This design comes from an exercise in tuning for a short achievable clock period and few clock cycles on the open sky130 flow, not from production work. Only simulation tests tie the RTL to the original design; equivalence was not proved. Power and IR drop assume default switching activity.

--- flow/design.v ---
module ALU(
    input [8 - 1:0] a,
    input [8 - 1:0] b,
    output reg [8 - 1:0] z,
    input [2:0] func,
    input enable
);
    always @(*) begin
        if (enable) begin
            case (func)
                3'b000: z = a + b;
                3'b100: z = a - b;
                3'b001: z = a << b;
                3'b101: z = a >> b;
                3'b010: z = a | b;
                3'b110: z = a & b;
                3'b011: z = a ^ b;
                3'b111: z = ~a;
                default: z = 0;
            endcase
        end else begin
            z = a;
        end
    end
endmodule
module Control(
    input [3:0] opcode,
    output reg_d_enable,
    output use_imm,
    output alu_enable,
    output [2:0] alu_func,
    output mem_read,
    output mem_write,
    output fire_starting
);
    assign alu_enable = opcode[0];
    assign alu_func = opcode[3:1];
    assign mem_write = opcode == 4'b1010;
    assign mem_read = opcode == 4'b0010;
    assign use_imm = opcode == 4'b0100;
    assign reg_d_enable = alu_enable
        || opcode == 4'b0010
        || opcode == 4'b0100 
        || opcode == 4'b1100;
    assign fire_starting = opcode == 4'b1000;
endmodule
module InstructionDecoder(
    input [16 - 1:0] instr,
    output [3:0] opcode,
    output [3:0] reg_d,
    output [3:0] reg_a,
    output [3:0] reg_b,
    output [8 - 1:0] imm
);
    assign opcode = instr[3:0];
    assign reg_d = instr[7:4];
    assign reg_a = instr[11:8];
    assign reg_b = instr[15:12];
    assign imm = instr[15:8];
endmodule
module InstructionFetcher(
    input [8 - 1:0] pc,
    output [16 - 1:0] instr,
    output [8 - 1:0] mem_addr,
    input [16 - 1:0] mem_value
);
    assign mem_addr = pc;
    assign instr = mem_value;
endmodule
module MemoryAccesser(
    input [8 - 1:0] addr,
    input read_enable,
    input write_enable,
    input [8 - 1:0] wvalue,
    output [8 - 1:0] rvalue,
    output [8 - 1:0] mem_addr,
    output mem_wenable,
    input [8 - 1:0] mem_rvalue,
    output [8 - 1:0] mem_wvalue
);
    assign mem_addr = (read_enable || write_enable) ? addr : 0;
    assign mem_wenable = write_enable;
    assign mem_wvalue = wvalue;
    assign rvalue = mem_rvalue;
endmodule
module ProgramCounter(
    output reg [8 - 1:0] pc,
    input clock,
    input nreset,
    input on_fire,
    input fire_starting
);
    always @(posedge clock) begin
        if (!nreset) begin
            pc <= 0;
        end else if (!on_fire && !fire_starting) begin
            pc <= pc + 1;
        end
    end
endmodule
module RegisterFile(
    input clock,
    input reg_d_enable,
    input [3:0] reg_d,
    input [8 - 1:0] reg_d_value,
    input [3:0] reg_a,
    output [8 - 1:0] reg_a_value,
    input [3:0] reg_b,
    output [8 - 1:0] reg_b_value
); 
    reg [8 - 1:0] r_regs [16 - 1:1];
    assign reg_a_value = reg_a == 0 ? 0 : r_regs[reg_a];
    assign reg_b_value = reg_b == 0 ? 0 : r_regs[reg_b];
    always @(posedge clock) begin
        if (reg_d_enable && reg_d != 0) begin
            r_regs[reg_d] <= reg_d_value;
        end
    end
endmodule
module WriteBacker(
    input [8 - 1:0] alu_z,
    input [8 - 1:0] mem_value,
    input mem_read,
    output [8 - 1:0] d_value
); 
    assign d_value = mem_read ? mem_value : alu_z;
endmodule
module MPSCPU(
    output [8 - 1:0] imem_addr,
    input [16 - 1:0] imem_value,
    output [8 - 1:0] dmem_addr,
    output dmem_wenable,
    input [8 - 1:0] dmem_rvalue,
    output [8 - 1:0] dmem_wvalue,
    input clock,
    input nreset,
    output halted
);
    reg r_on_fire;
    wire r_fire_starting;
    always @(posedge clock) begin
        if (!nreset) begin
            r_on_fire <= 0;
        end else if (r_fire_starting) begin
            r_on_fire <= 1;
        end
    end
    assign halted = r_on_fire;
    wire [8 - 1:0] r_pc;  
    ProgramCounter c_pc(
        .pc(r_pc),
        .clock(clock),
        .nreset(nreset),
        .on_fire(r_on_fire),
        .fire_starting(r_fire_starting)
    );
    wire [16 - 1:0] r_instr;
    InstructionFetcher c_if(
        .pc(r_pc),
        .instr(r_instr),
        .mem_addr(imem_addr),
        .mem_value(imem_value)
    );
    wire [3:0] r_opcode;
    wire [3:0] r_reg_d;
    wire [3:0] r_reg_a;
    wire [3:0] r_reg_b;
    wire [8 - 1:0] r_imm;
    InstructionDecoder c_id(
        .instr(r_instr),
        .opcode(r_opcode),
        .reg_d(r_reg_d),
        .reg_a(r_reg_a),
        .reg_b(r_reg_b),
        .imm(r_imm)
    );
    wire r_alu_enable;
    wire [2:0] r_alu_func;
    wire r_use_imm;
    wire r_reg_d_enable;
    wire r_mem_read; 
    wire r_mem_write; 
    Control c_c(
        .opcode(r_opcode),
        .reg_d_enable(r_reg_d_enable),
        .use_imm(r_use_imm),
        .alu_enable(r_alu_enable),
        .alu_func(r_alu_func),
        .mem_read(r_mem_read),
        .mem_write(r_mem_write),
        .fire_starting(r_fire_starting)
    );
    wire [8 - 1:0] r_reg_d_value;
    wire [8 - 1:0] r_reg_a_value;
    wire [8 - 1:0] r_reg_b_value;
    RegisterFile c_rf(
        .clock(clock),
        .reg_d_enable(r_reg_d_enable),
        .reg_d(r_reg_d),
        .reg_d_value(r_reg_d_value),
        .reg_a(r_reg_a),
        .reg_a_value(r_reg_a_value),
        .reg_b(r_reg_b),
        .reg_b_value(r_reg_b_value)
    );
    wire [8 - 1:0] r_alu_z;
    ALU c_alu(
        .a(r_use_imm ? r_imm : r_reg_a_value),
        .b(r_reg_b_value),
        .z(r_alu_z),
        .func(r_alu_func),
        .enable(r_alu_enable)
    );
    wire [8 - 1:0] r_mem_value;
    MemoryAccesser c_ma(
        .addr(r_reg_a_value),
        .read_enable(r_mem_read),
        .write_enable(r_mem_write),
        .wvalue(r_reg_b_value),
        .rvalue(r_mem_value),
        .mem_addr(dmem_addr),
        .mem_wenable(dmem_wenable),
        .mem_rvalue(dmem_rvalue),
        .mem_wvalue(dmem_wvalue)
    );
    WriteBacker c_wb(
        .alu_z(r_alu_z),
        .mem_value(r_mem_value),
        .mem_read(r_mem_read),
        .d_value(r_reg_d_value)
    );
endmodule
--- flow/run.sh ---
#!/bin/bash
# synth_recipe.tcl (not shown) runs the flow's synth.tcl, then flattens the netlist and writes it again
# the make line also repeats each setting of config.mk as NAME=value (left out here)
make -C /OpenROAD-flow-scripts/flow DESIGN_CONFIG=/design/flow/config.mk WORK_HOME=/design/flow/orfs CLKGATE_MAP_FILE= SYNTH_SCRIPT=/design/flow/synth_recipe.tcl finish
--- flow/config.mk ---
export PLATFORM = sky130hd
export DESIGN_NAME = MPSCPU
export DESIGN_NICKNAME = MPSCPU
export VERILOG_FILES = /design/flow/design.v
export SDC_FILE = /design/flow/constraint.sdc
export NUM_CORES = 4
export LEC_CHECK = 0
export CAP_MARGIN = 20
export CORE_MARGIN = 2
export CORE_UTILIZATION = 40
export SLEW_MARGIN = 20
--- flow/constraint.sdc ---
create_clock -name core_clock -period 5.0 [get_ports {clock}]
set_input_delay 1.0000 -clock core_clock [delete_from_list [all_inputs] [get_ports {clock}]]
set_output_delay 1.0000 -clock core_clock [all_outputs]
set_load 0.01 [all_outputs]
==> impl_metrics.ini <==
[critical_path]
slowest_stage = a221oi_1
crit_fanout = 10
ff2ff_path_depth = 18
cpMostUsedCell = buf_4
cp-end-kind = register
crit_start = imem_value[10]
worstSetupStartpointType = input port
r2r-start = c_rf.r_regs[14][0]
cpPeakStageDelay_ns = 0.61
crit_chain = clkdlybuf4s50_1 > buf_4 > nor3_2 > buf_4 > a221oi_1 > o221ai_1 > ha_1 > nor2b_1 > o21ai_0 > a21boi_2 > o21a_1 > nor2_2 > xnor2_1 > a22o_1 > o21ai_2 > o221ai_4 > buf_6
worstPathRequired_ns = 5.17
critical_path_class = in -> reg
cp.arrival_ns = 5.00

[sta]
min_period_over_period_pct = 96.7
finalSetupViolCount = 0
rsz0062_at_grt = false
slew_viol_final = 0
fin_crit_ns = 4.83
slew_headroom_pct = 28.6
skew_ns = 0.00979
finalSetupTns_ns = 0
fmax_mhz = 207
hold_viol_final = 0
worstMarginPinSlew_ns = 1.07

[final_layout]
multi_input_area_um2 = 4090
filler_cell_count = 1805
final_cells = 1141
ff_latch_area_um2 = 3780
drive_gt1_share_pct = 23.3
syn_to_final_growth_pct = 26.0
final_nets = 909
final_area_um2 = 10300

[routing]
drt_iter0_markers = 819
vias = 6831
wire_per_inst_um = 24.1
drtAntennaViolNets = 0
dr.pass1.iters = 5
postRouteWirelength_mm = 27.5
avgViaCountPerCell = 5.99
drc = 0

[min_path]
whs_path_depth = 2
worst_hold_path_type = reg -> reg
hp-start = c_pc.pc[1]

[power]
power_leakage_uw = 0.00387
power_uw = 3320
vdd_drop_max_mv = 0.331
power.density_nw_per_um2 = 322

[die]
pin_count = 52
initial_core_util_pct = 40.6
die-height_um = 147
rows = 52
die_w_um = 147
die_area_um2 = 21600
core-area_um2 = 20200

[yosys]
synth_nets = 770
synth.top_cell.area_share_pct = 44.0
syn_area_per_cell_um2 = 11.4
synth_top_area_cell = edfxtp_1
synth_ff_type = edfxtp_1
yosys_warnings = 4
synth_edf_count = 120
syn_area_um2 = 8190
async_flop_share_pct = 0
synth_cell_types = 70
ys_ff_latch = 129
ys_seq_area_share_pct = 46.2
yosys-top-cells-area = edfxtp_1, mux2i_1, mux4_2, ha_1, nor2_1
synth_cells = 718

[placement]
place_area_um2 = 9610
hpwl_mm = 20.6
dp.cells = 1104
numPortBuffers = 51
gp_congestion = 0.959

[clock_network]
cts_sinks = 129
root_buffer = clkbuf_16
htree_levels = 4
cts_tree = done
postCtsHoldBufs = 0
clk_pin_slew_ns = 0.06
insertion_delay_ns = 0.42
numCtsBuffers = 17
cts.path.max_buffers = 2

[grt]
gr-total-overflow = 0
gr-usage-met2_pct = 40.5
grt_util_all_layers_pct = 25.4
grt_max_degree = 23
grt_antenna_before_repair = 0
grt_pass1_wl_mm = 40.9
met1_usage_pct = 34.4
grt_pass1_vias = 6767
top_usage_layer = met2
grt_util_met3_pct = 4.44

[job]
drv_cap = 0

[status]
status = finished clean
## layout make-up
| type | count | area share [%] |
|---|---|---|
| Tap cell | 270 | 3.27 |
| Sequential cell | 129 | 36.7 |
| Multi-Input combinational cell | 521 | 39.7 |
| Inverter | 23 | 0.837 |
| Clock buffer | 18 | 4.16 |
| Timing Repair Buffer | 165 | 13.9 |
| Clock inverter | 14 | 1.50 |
| Antenna cell | 1 | 0.0242 |
## logic make-up after synthesis
group / after synthesis / synth area share, %
and+or+nand+nor: 211 / 12.8
AOI/OAI and AO/OA: 167 / 13.6
DFF: 129 / 46.2
muxes: 99 / 16.4
buffers and inverters: 68 / 5.01
adders and majority gates: 26 / 4.06
xor gates and xnor gates: 18 / 1.92
## cell usage in the layout (no fill, tap or decap), types with 6 or more instances in the layout
| master | count |
|---|---|
| o21ai_0 | 29 |
| mux2i_1 | 63 |
| and2_1 | 11 |
| nand4_1 | 9 |
| mux2_2 | 11 |
| buf_4 | 105 |
| mux4_2 | 18 |
| mux4_1 | 7 |
| nor3_1 | 11 |
| nor2b_1 | 12 |
| xnor2_1 | 14 |
| o221ai_1 | 8 |
| clkdlybuf4s50_1 | 48 |
| dfxtp_1 | 9 |
| a22oi_1 | 7 |
| nor2_1 | 57 |
| nand3_1 | 15 |
| clkbuf_16 | 17 |
| a211oi_1 | 13 |
| o21ai_1 | 6 |
| nand2b_1 | 11 |
| inv_1 | 23 |
| nand2_1 | 55 |
| ha_1 | 25 |
| a21oi_1 | 31 |
| edfxtp_1 | 120 |
| o22ai_1 | 20 |
## layer usage
metal | routed length (um) | share of wire (%)
met1 | 11900 | 43
met2 | 12800 | 47
met3 | 1730 | 6.3
met4 | 997 | 3.6
met5 | 0 | 0
## cells in the mapped netlist, types with 10 or more instances
master / count
a211oi_1: 15
a21oi_1: 32
and2_1: 11
buf_2: 10
buf_6: 10
clkbuf_1: 14
edfxtp_1: 120
ha_1: 25
inv_1: 23
mux2_2: 11
mux2i_1: 63
mux4_2: 18
nand2_1: 55
nand2b_1: 11
nand3_1: 15
nor2_1: 58
nor2b_1: 13
nor3_1: 11
o21ai_0: 32
o22ai_1: 20
xnor2_1: 14
## stage by stage
stage | util (%) | hold WS (ns) | worst slack [ns]
final | 51.2 | 0.564 | 0.167
after CTS | 50.6 | 0.570 | 0.0540
after detailed placement | 47.7 | 0.553 | -0.362
after global placement | 47.7 | 0.531 | -0.266
after global routing | 51.2 | 0.599 | 0.00750
after floorplan | - | 0.561 | 0.000386
## sequential cells by signal (all words and copies together) (netlist names)
signal       count
r_on_fire        1
c_rf.r_regs    120
c_pc.pc          8
## where the power goes
group | total [uW] | switching, uW | leakage, uW | internal (uW)
clock | 1210 | 476 | 0.000270 | 738
combinational | 837 | 478 | 0.00243 | 360
sequential | 1270 | 13.8 | 0.00117 | 1250
## worst max-delay path, delay by kind of cell
kind | cells | cell delay (ns)
simple gates | 3 | 0.31
fa+ha+maj | 1 | 0.37
xor+xnor | 1 | 0.07
buf+inv | 4 | 1.20
compound gates | 8 | 2.03
## path summary, 6_finish.rpt
| check | endpoint | slack, ns |
|---|---|---|
| worst max register to register | c_rf.r_regs[14][6] | 0.94 |
| worst max-delay path | c_rf.r_regs[14][6] | 0.17 |
| worst min-delay path | c_pc.pc[1] | 0.56 |
| worst min register to register | c_pc.pc[1] | 0.56 |
## repair_timing
| action | CTS | global route |
|---|---|---|
| setup endpoints to repair | 0 | 45 |
| gates resized for setup | 0 | 28 |
| setup buffers | 0 | 3 |
Testbench counts, summed over its fixed seeds: cycles 12,432.

re-timing with driven ports:
The flow's constraints put no driver on any port. The routed layout listed below was extracted and timed again, unchanged, in two steps. Step 1 assumes that a clkbuf_16 drives the clock port and a buf_2 every other input. Step 2, shift: input delay + t, output delay - t, t = (earliest + latest rising clock arrival at the registers) / 2. This alone moves slack from input paths to output paths. Three values: ideal ports, drivers, drivers and shift; two values: the first two.
t, ns: 0.466
setup slack, ns: 0.167 / 0.188 / -0.277
hold slack, ns: 0.564 / 0.564 / 0.564
worst setup path at the end: input to register
slew at the worst register clock pin (ns): 0.06 / 0.06
With both steps, setup timing fails in this run, where it was met with ideal ports. For this run, drivers alone change the setup slack by +0.021 ns; drivers and shift together by -0.444 ns.
